This is an optimization exercise on Yosys and OpenROAD, whose aim is small area and few clock cycles per item, not a production implementation. At most, simulation tests tie the RTL to the original design; equivalence was not proved. Power is estimated from default activity; no workload was simulated.

## subc_divide
module subc_divide(
    input  logic         clk,
    input  logic         rst,
    input  logic         invalid,
    output logic         inready,
    input  logic [31:0]  a,
    input  logic [31:0]  b,
    input  logic [5:0]   nbits,
    input  logic         outready,
    output logic         outvalid,
    output logic [31:0]  z
);
    logic [31:0] b_r;       
    logic [31:0] r_r;       
    logic [31:0] q_r;       
    logic [1:0]  d_r;       
    logic [3:0]  cnt;       
    logic        busy;      
    logic        ov;        
    assign inready  = ~busy & (~ov | outready);
    assign outvalid = ov;
    assign z        = q_r >> d_r;
    wire acc = invalid & inready;
    function automatic logic [32:0] step(input logic [31:0] ri, input logic [31:0] bi);
        logic [31:0] t, p, g, c, gg, pp, gn, pn;
        logic        qb;
        t  = {ri[30:0], 1'b0};
        p  = t ^ ~bi;
        g  = t & ~bi;
        gg = {g[31:1], g[0] | p[0]};        
        pp = p;
        for (int l = 0; l < 5; l++) begin
            gn = gg;
            pn = pp;
  ...
Settings: LEC_CHECK=0, CAP_MARGIN=20, CORE_MARGIN=2, CORE_UTILIZATION=40, GPL_TIMING_DRIVEN=0, SLEW_MARGIN=20; clock period 8.0 ns.
standard.sh (not shown) runs the stock make flow with config.mk's settings and CLKGATE_MAP_FILE= SYNTH_SCRIPT=/design/flow/synth_recipe.tcl, a recipe that flattens the netlist after the stock synthesis.
==> flow/flow/run.sh <==
#!/bin/bash
# The standard layout, with the port buffers made of the smallest buffer cell
# (buf_1) instead of the delay buffer buffer_ports picks by default. Every
# input and output port still gets its own buffer.
set -euo pipefail
export BUFFER_PORTS_ARGS="-buffer_cell sky130_fd_sc_hd__buf_1"
bash standard.sh finish > standard_flow.log 2>&1
The baseline completed and failed the layout checks on negative setup slack.
Rerun with:
==> flow/run.sh (new file) <==
#!/bin/bash
# synth_recipe.tcl (not shown) runs the flow's synth.tcl, then flattens the netlist and writes it again
# the make line also repeats each setting of config.mk as NAME=value (left out here)
make -C /OpenROAD-flow-scripts/flow DESIGN_CONFIG=/design/flow/config.mk WORK_HOME=/design/flow/orfs CLKGATE_MAP_FILE= SYNTH_SCRIPT=/design/flow/synth_recipe.tcl finish
GPL_TIMING_DRIVEN = not set   (was 0)
removed: flow/flow/run.sh
removed: flow/standard.sh
Outcome: The new run ran to the end with no violations. Final cell count increases by 2.2%. Maximum frequency is higher by 5.2%. Design area grows by 3.1%. Hold slack loses 0.027 ns. Die area is unchanged. Non-clock buffer count increases by 36. Clock power hardly moves. Global-route usage is lower by 1.2 points. Wire length falls by 7.8%. Power decreases by 3.7%. Via count went down by 1.6%.
No functional check of the RTL was part of any run of this note.

---

Setup of lane 1:
Another version of the RTL of subc_divide (not shown whole).
Size: ~110 I/O pins, about 7600 µm² of cells after synthesis.
export LEC_CHECK = 0
export CAP_MARGIN = 20
export CORE_MARGIN = 2
export CORE_UTILIZATION = 60
export CTS_BUF_LIST = sky130_fd_sc_hd__clkbuf_4 sky130_fd_sc_hd__clkbuf_8
export SLEW_MARGIN = 20
create_clock -name core_clock -period 8.0 [get_ports {clk}]
==> flow/flow/run.sh <==
#!/bin/bash
# The standard layout, with the port buffers made of the smallest buffer cell
# (buf_1) instead of the delay buffer buffer_ports picks by default. Every
# input and output port still gets its own buffer.
set -euo pipefail
export BUFFER_PORTS_ARGS="-buffer_cell sky130_fd_sc_hd__buf_1"
bash standard.sh finish > standard_flow.log 2>&1
Looking at the reports, lane 1 completed the entire flow and the layout it produced met the timing, DRC and antenna checks.
Testbench counts of lane 1, summed over its fixed seeds: cycles 27,628, items 3,200.
The inputs of lane 2 differ from those of lane 1 as listed below.
Settings: putting ABC_AREA at 1 where nothing was set; swapping 60 for 40 in CORE_UTILIZATION; clearing CTS_BUF_LIST, which used to be sky130_fd_sc_hd__clkbuf_4 sky130_fd_sc_hd__clkbuf_8.
Findings:
Die area in lane 2 is about 70% higher than in lane 1
When lane 2 is measured against lane 1, its final total power turns out 0.81 mW higher.
Comparing lane 1 and lane 2, the higher global-route met1 utilization was measured on lane 1.
Final cell area: lane 2 above lane 1
Diff lane 1..lane 2 | total congestion overflow | unchanged
Lane 2 vs lane 1, buffering stage count on the worst path with inverters included went up by 2.
Diff lane 1 and lane 2: count of TritonRoute iterations in the first routing pass lower in lane 1
The run with more setup slack is lane 2; lane 1 has less.
Of the two values seen for worst-path cell with the longest stage delay, o21ai_0 was produced by lane 2 and a2111oi_2 by lane 1.
Y dimension of the die, lane 1 and lane 2, lower one = lane 1.
Taking lane 1 as the reference point, the register-to-register slack of lane 2 rises by 1.39 ns.
Simple-gate share of the synthesized area, lane 1 and lane 2, lower one = lane 1.
Modified inputs, lane 3 compared to lane 2
Settings: ABC_AREA removed (was 1).
Notes after the runs:
For lane 3, the timing endpoint of the critical path was r_r[8]$_DFF_P_, unlike lane 2, where it was q_r[0]$_DFFE_PP_. Lane 2 → lane 3: share of synthesized cell area in and, or, nand and nor gates decreased 26 points, part of the power in registers higher, buffer count excluding the clock tree in the final layout rose by 6.0%, average instance area after synthesis increased 59%. Relative to lane 2, shortest clock period the worst path allows after layout has gone up in lane 3.

---

The RTL this note starts from:
==> flow/design.v <==
`timescale 1ns/1ps
module subc_divide(
    input  logic         clk,
    input  logic         rst,
    input  logic         invalid,
    output logic         inready,
    input  logic [31:0]  a,
    input  logic [31:0]  b,
    input  logic [5:0]   nbits,
    input  logic         outready,
    output logic         outvalid,
    output logic [31:0]  z
);
    localparam int K  = 2;
    localparam int MS = (32 + K - 1) / K;      
    localparam int QW = K * MS;                
    localparam int DW = 1;                     
    localparam int CW = 5;                     
    logic [31:0]   b_r;       
    logic [32:0]   n_r;       
    logic [QW-1:0] q_r;       
    logic [DW-1:0] d_r;       
    logic [CW-1:0] cnt;       
    logic          busy;      
    logic          ov;        
    assign inready  = ~busy & (~ov | outready);
    assign outvalid = ov;
    assign z        = 32'(q_r >> d_r);
    wire acc = invalid & inready;
    function automatic logic [33:0] step(input logic [32:0] ni, input logic [31:0] bi);
        logic [32:0] t, x, p, g, c, gg, pp, gn, pn, s;
        logic        neg;
        neg = ni[32];
        t   = {ni[31:0], 1'b0};
        x   = neg ? {1'b0, bi} : ~{1'b0, bi};
        p   = t ^ x;
        g   = t & x;
        gg  = {g[32:1], g[0] | (p[0] & ~neg)};    
        pp  = p;
        for (int l = 0; l < 6; l++) begin
            gn = gg;
            pn = pp;
            for (int i = 0; i < 33; i++)
                if (((i >> l) & 1) == 1) begin
                    gn[i] = gg[i] | (pp[i] & gg[((i >> l) << l) - 1]);
                    pn[i] = pp[i] & pp[((i >> l) << l) - 1];
                end
            gg = gn;
            pp = pn;
        end
        c   = {gg[31:0], ~neg};                    
        s   = p ^ c;
        step = {~s[32], s};
    endfunction
    logic [32:0]  rs [0:K];
    logic [K-1:0] qb;
    wire  [31:0]  bs = busy ? b_r : b;
    assign rs[0] = busy ? n_r : {1'b0, a};
    for (genvar i = 0; i < K; i++) begin : g_step
        wire [33:0] st = step(rs[i], bs);
        assign qb[K-1-i] = st[33];
        assign rs[i+1]   = st[32:0];
    end
    logic [CW-1:0] m_in;
    logic [DW-1:0] d_in;
    always_comb begin
        m_in = '0;
        d_in = '0;
        for (int i = 0; i <= 32; i++)
            if (nbits == 6'(i)) begin
                m_in = CW'((i + K - 1) / K);
                d_in = DW'(K * ((i + K - 1) / K) - i);
            end
    end
    always_ff @(posedge clk) begin
        n_r <= rs[K];
        b_r <= bs;
        if (acc)
            d_r <= d_in;
        if (acc)
            q_r <= (nbits == 6'd0) ? '0 : QW'(qb);
        else if (busy)
            q_r <= {q_r[QW-1-K:0], qb};
        if (~busy)
            cnt <= m_in - CW'(1);
        else
            cnt <= cnt - CW'(1);
    end
    always_ff @(posedge clk) begin
        if (rst) begin
            busy <= 1'b0;
            ov   <= 1'b0;
        end else if (busy) begin
            if (cnt == CW'(1)) begin
                busy <= 1'b0;
                ov   <= 1'b1;
            end
        end else if (acc) begin
            busy <= (m_in > CW'(1));
            ov   <= (m_in <= CW'(1));
        end else if (outready) begin
            ov   <= 1'b0;
        end
    end
endmodule
==> flow/config.mk <==
export PLATFORM = sky130hd
export DESIGN_NAME = subc_divide
export DESIGN_NICKNAME = subc_divide
export VERILOG_FILES = /design/flow/design.v
export SDC_FILE = /design/flow/constraint.sdc
export NUM_CORES = 4
export LEC_CHECK = 0
export CAP_MARGIN = 0
export CORE_MARGIN = 2
export CORE_UTILIZATION = 60
export CTS_BUF_LIST = sky130_fd_sc_hd__clkbuf_4 sky130_fd_sc_hd__clkbuf_8
export SLEW_MARGIN = 0
==> flow/constraint.sdc <==
create_clock -name core_clock -period 8.0 [get_ports {clk}]
set_input_delay 1.6000 -clock core_clock [delete_from_list [all_inputs] [get_ports {clk}]]
set_output_delay 1.6000 -clock core_clock [all_outputs]
set_load 0.01 [all_outputs]
==> flow/flow/run.sh <==
#!/bin/bash
# Own layout flow: the standard synthesis, then the combinational logic
# (only) re-mapped for area by ABC (flip-flops kept as they are), then the
# standard layout steps, with the port buffers made of buf_1 cells.
# Each tool's output goes to a log file of its own in this folder.
set -euo pipefail
here=$(pwd)
F=$here/flow
R=$here/orfs/results/$FLOW_PLATFORM/subc_divide/base
LIB=$FLOW_HOME/platforms/sky130hd/lib/sky130_fd_sc_hd__tt_025C_1v80.lib
export BUFFER_PORTS_ARGS="-buffer_cell sky130_fd_sc_hd__buf_1"

bash standard.sh synth > log_1_standard_synth.log 2>&1
cp "$R/1_2_yosys.v" "$here/std_synth.v"

DONTUSE=""
while read -r c; do DONTUSE="$DONTUSE -dont_use $c"; done < "$F/dont_use.txt"
sed -e "s|{LIB}|$LIB|g" -e "s|{NETIN}|$here/std_synth.v|" -e "s|{NET1}|$here/resynth1.v|" \
    -e "s|{ABC}|$F/area.abc|" -e "s|{DONTUSE}|$DONTUSE|" "$F/resynth1.ys" > resynth1.ys
yosys -s resynth1.ys > log_2_resynth1.log 2>&1
sed -e "s|{LIB}|$LIB|g" -e "s|{NET1}|$here/resynth1.v|" -e "s|{NETOUT}|$here/resynth2.v|" \
    "$F/resynth2.ys" > resynth2.ys
yosys -s resynth2.ys > log_3_resynth2.log 2>&1

# same flip-flops, by name and cell, as the standard synthesis
grep -oE '^ *sky130_fd_sc_hd__e?dfxtp_1 +[^ ]+' std_synth.v | sort > regs_std.txt
grep -oE '^ *sky130_fd_sc_hd__e?dfxtp_1 +[^ ]+' resynth2.v | sort > regs_new.txt
cmp regs_std.txt regs_new.txt

cp resynth2.v "$R/1_2_yosys.v"
rm -f "$R/1_synth.odb" "$R/1_synth.sdc"
bash standard.sh finish > log_4_standard_layout.log 2>&1
==> flow/flow/area.abc <==
strash; dch; amap; topo
Other scripts of this flow, unchanged in this note and not shown: flow/flow/dont_use.txt, flow/flow/resynth1.ys, flow/flow/resynth2.ys
The first run finished with timing, DRC and antenna clean.
Testbench counts at the start, summed over its fixed seeds: cycles 27,628, items 3,200.
Next try:
CAP_MARGIN = 20   (was 0)
CORE_UTILIZATION = 70   (was 60)
SLEW_MARGIN = 20   (was 0)
After rerunning:
- The changed run finished with timing, DRC and antenna clean
- worst hold slack is about the same
- utilization grows by 13 points
- via count grows by about 3%
Next try:
CORE_UTILIZATION = 60   (was 70)
GPL_TIMING_DRIVEN = 0   (was default)
With this change the flow completed and failed the layout checks on negative setup slack; core utilization fell by 11 points; total power rose by a few percent; flip-flop and latch count is unchanged.
Next try:
==> flow/flow/area.abc (replaced) <==
strash
dc2
drwsat
dc2
dch
amap
strash
dc2
drwsat
dc2
dch
amap
topo
CORE_UTILIZATION = 55   (was 60)
GPL_TIMING_DRIVEN = default   (was 0)
Effect:
- Now the flow did not get past global routing (5_1_grt) on GRT-0232
- synthesized area fell by 4.0%
- synthesized cell count fell by 4.8%
Next try:
==> flow/flow/area.abc (replaced) <==
strash
dch
amap
strash
balance
dch
amap
topo
CORE_UTILIZATION = 60   (was 55)
This time the run went through all stages and came out clean. Synthesized area increases by a few percent. Synthesized cell count increases by a few percent.

---

== job 3844 ==
// subc_divide: RTL as listed in full above, without the edits since
clock: 8.0 ns
lec_check: 0
cap_margin: 0
core_margin: 2
core_utilization: 55
cts_buf_list: sky130_fd_sc_hd__clkbuf_4 sky130_fd_sc_hd__clkbuf_8
slew_margin: 0
==> flow/flow/area.abc <==
strash; dch; amap; topo
==> flow/flow/dont_use.txt <==
sky130_fd_sc_hd__probe_p_8
sky130_fd_sc_hd__probec_p_8
sky130_fd_sc_hd__lpflow_bleeder_1
sky130_fd_sc_hd__lpflow_clkbufkapwr_1
sky130_fd_sc_hd__lpflow_clkbufkapwr_16
sky130_fd_sc_hd__lpflow_clkbufkapwr_2
sky130_fd_sc_hd__lpflow_clkbufkapwr_4
sky130_fd_sc_hd__lpflow_clkbufkapwr_8
sky130_fd_sc_hd__lpflow_clkinvkapwr_1
sky130_fd_sc_hd__lpflow_clkinvkapwr_16
sky130_fd_sc_hd__lpflow_clkinvkapwr_2
sky130_fd_sc_hd__lpflow_clkinvkapwr_4
sky130_fd_sc_hd__lpflow_clkinvkapwr_8
sky130_fd_sc_hd__lpflow_decapkapwr_12
sky130_fd_sc_hd__lpflow_decapkapwr_3
sky130_fd_sc_hd__lpflow_decapkapwr_4
sky130_fd_sc_hd__lpflow_decapkapwr_6
sky130_fd_sc_hd__lpflow_decapkapwr_8
sky130_fd_sc_hd__lpflow_inputiso0n_1
sky130_fd_sc_hd__lpflow_inputiso0p_1
sky130_fd_sc_hd__lpflow_inputiso1n_1
sky130_fd_sc_hd__lpflow_inputiso1p_1
sky130_fd_sc_hd__lpflow_inputisolatch_1
sky130_fd_sc_hd__lpflow_isobufsrc_1
sky130_fd_sc_hd__lpflow_isobufsrc_16
sky130_fd_sc_hd__lpflow_isobufsrc_2
sky130_fd_sc_hd__lpflow_isobufsrc_4
sky130_fd_sc_hd__lpflow_isobufsrc_8
sky130_fd_sc_hd__lpflow_isobufsrckapwr_16
sky130_fd_sc_hd__lpflow_lsbuf_lh_hl_isowell_tap_1
sky130_fd_sc_hd__lpflow_lsbuf_lh_hl_isowell_tap_2
sky130_fd_sc_hd__lpflow_lsbuf_lh_hl_isowell_tap_4
sky130_fd_sc_hd__lpflow_lsbuf_lh_isowell_4
sky130_fd_sc_hd__lpflow_lsbuf_lh_isowell_tap_1
sky130_fd_sc_hd__lpflow_lsbuf_lh_isowell_tap_2
sky130_fd_sc_hd__lpflow_lsbuf_lh_isowell_tap_4
==> flow/flow/resynth1.ys <==
# Pass 1: turn the standard synthesis's combinational cells back into gates,
# keeping every flip-flop instance (name and cell) as it is, and map the
# logic again with an area-oriented ABC script.
read_liberty -ignore_miss_func {LIB}
blackbox sky130_fd_sc_hd__dfxtp_1 sky130_fd_sc_hd__edfxtp_1
read_verilog {NETIN}
hierarchy -top subc_divide
flatten -wb
delete t:$scopeinfo
rename -hide w:*.*
opt -purge
abc -liberty {LIB} -script {ABC} {DONTUSE}
opt_clean -purge
select subc_divide
write_verilog -noattr -nohex -nodec -selected {NET1}
==> flow/flow/resynth2.ys <==
# Pass 2: tie cells, buffers for pass-through wires and checks, as ORFS's
# synthesis does after its own ABC run.
read_liberty -lib {LIB}
read_verilog {NET1}
hierarchy -top subc_divide
hilomap -singleton -hicell sky130_fd_sc_hd__conb_1 HI -locell sky130_fd_sc_hd__conb_1 LO
splitnets
opt_clean -purge
insbuf -buf sky130_fd_sc_hd__buf_4 A X
check -assert -mapped
stat -liberty {LIB}
write_verilog -noattr -nohex -nodec {NETOUT}
Scripts as last shown in full above: flow/flow/run.sh
Having completed the whole flow, job 3844 delivered a layout that passed the timing, DRC and antenna checks.
Testbench counts of job 3844, summed over its fixed seeds: cycles 27,628, items 3,200.
--- input diff job 3844..job 7425 ---
Settings: a change of CAP_MARGIN from 0 to 20; a change of SLEW_MARGIN from 0 to 20; a change of CORE_UTILIZATION from 55 to 50.
==> flow/flow/area.abc <==
strash
dc2
drwsat
dc2
dch
amap
strash
dc2
drwsat
dc2
dch
amap
topo
## What came out
The log for job 7425 ends in 5_1_grt with error GRT-0232, so the run never completed. The final reports for job 7425 and job 3844 show post-synth net total lower in the former. Taking job 7425 over job 3844, the number of instances in the placed design ratio works out to 1.07. The post-cts gate resize count reported for job 7425 is greater than that of job 3844 by 90. Taking job 3844 as the reference, in job 7425 row count has increased, area after synthesis decreased by 250 um2 relative to the old numbers. Compared with job 3844, y dimension of the die in job 7425 increased by a few percent. Against job 3844, job 7425 reports a placer congestion estimate that is lower. Cell count after synthesis: job 7425 and job 3844 compared, lower one is job 7425. Compared job 7425 vs job 3844, and worst setup slack before clock tree synthesis is down in job 7425.
For job 8580, these inputs were changed with respect to job 7425:
Settings: a change of CORE_UTILIZATION from 50 to 60.
==> flow/flow/area.abc <==
strash; dch; amap; topo
--- outcome ---
- Job 8580 finished end to end and its layout was clean on timing, DRC and antenna.
- Worst slack at placement was higher in job 8580 than in job 7425.
- Diff job 8580..job 7425 | clock buffer count from CTS | unchanged
- The die span in x in job 8580 sits 6.6% below the value recorded for job 7425.
- Relative to job 7425, average footprint of a synthesized cell decreased by about 0.8% in job 8580.
- Job 8580 against job 7425: total setup buffers inserted after CTS went down 298; synthesized netlist cell count higher; number of placed instances, taps included decreased by 92 relative to the old numbers; number of resized instances in the post-cts repair step now smaller; die boundary height decreased by 6.6% relative to the old numbers.
- On synthesized netlist net count: job 8580 sits above job 7425.

-- afterwards: timing with drivers on the ports --
No port has a modelled driver above. Below, the same layouts with a new extraction and two added sets of constraints.
Step 1: set_driving_cell puts a clkbuf_16 on clk and a buf_2 on each other input, an assumption about the parent block.
Step 2, shift: input delay + t, output delay - t, t = (earliest + latest rising clock arrival at the registers) / 2. This alone moves slack from input paths to output paths.
a / b / c = ideal ports / drivers / drivers and shift; a / b = the first two.
run	t (ns)	setup WS [ns]	pins driven straight from the clock port
the first run of note 1	0.414	-0.019 / -0.019 / -0.019	1
the second run of note 1	0.415	0.376 / 0.376 / 0.376	1
lane 1	0.423	0.676 / 0.689 / 0.266	1
lane 2	0.403	2.043 / 2.065 / 1.662	1
lane 3	0.404	0.680 / 0.689 / 0.285	1
the first run of note 3	0.410	0.504 / 0.517 / 0.107	1
the second run of note 3	0.405	0.313 / 0.323 / -0.082	1
the third run of note 3	0.420	-0.035 / -0.057 / -0.478	1
the fifth run of note 3	0.403	0.281 / 0.297 / -0.106	1
job 3844	0.434	0.550 / 0.565 / 0.131	1
job 8580	0.410	0.504 / 0.517 / 0.107	1
Met with ideal ports but missed after step 2: setup timing in the second run of note 3 and the fifth run of note 3. For the third run of note 3, which loses most, drivers alone change the setup slack by -0.022 ns; drivers and shift together by -0.443 ns.
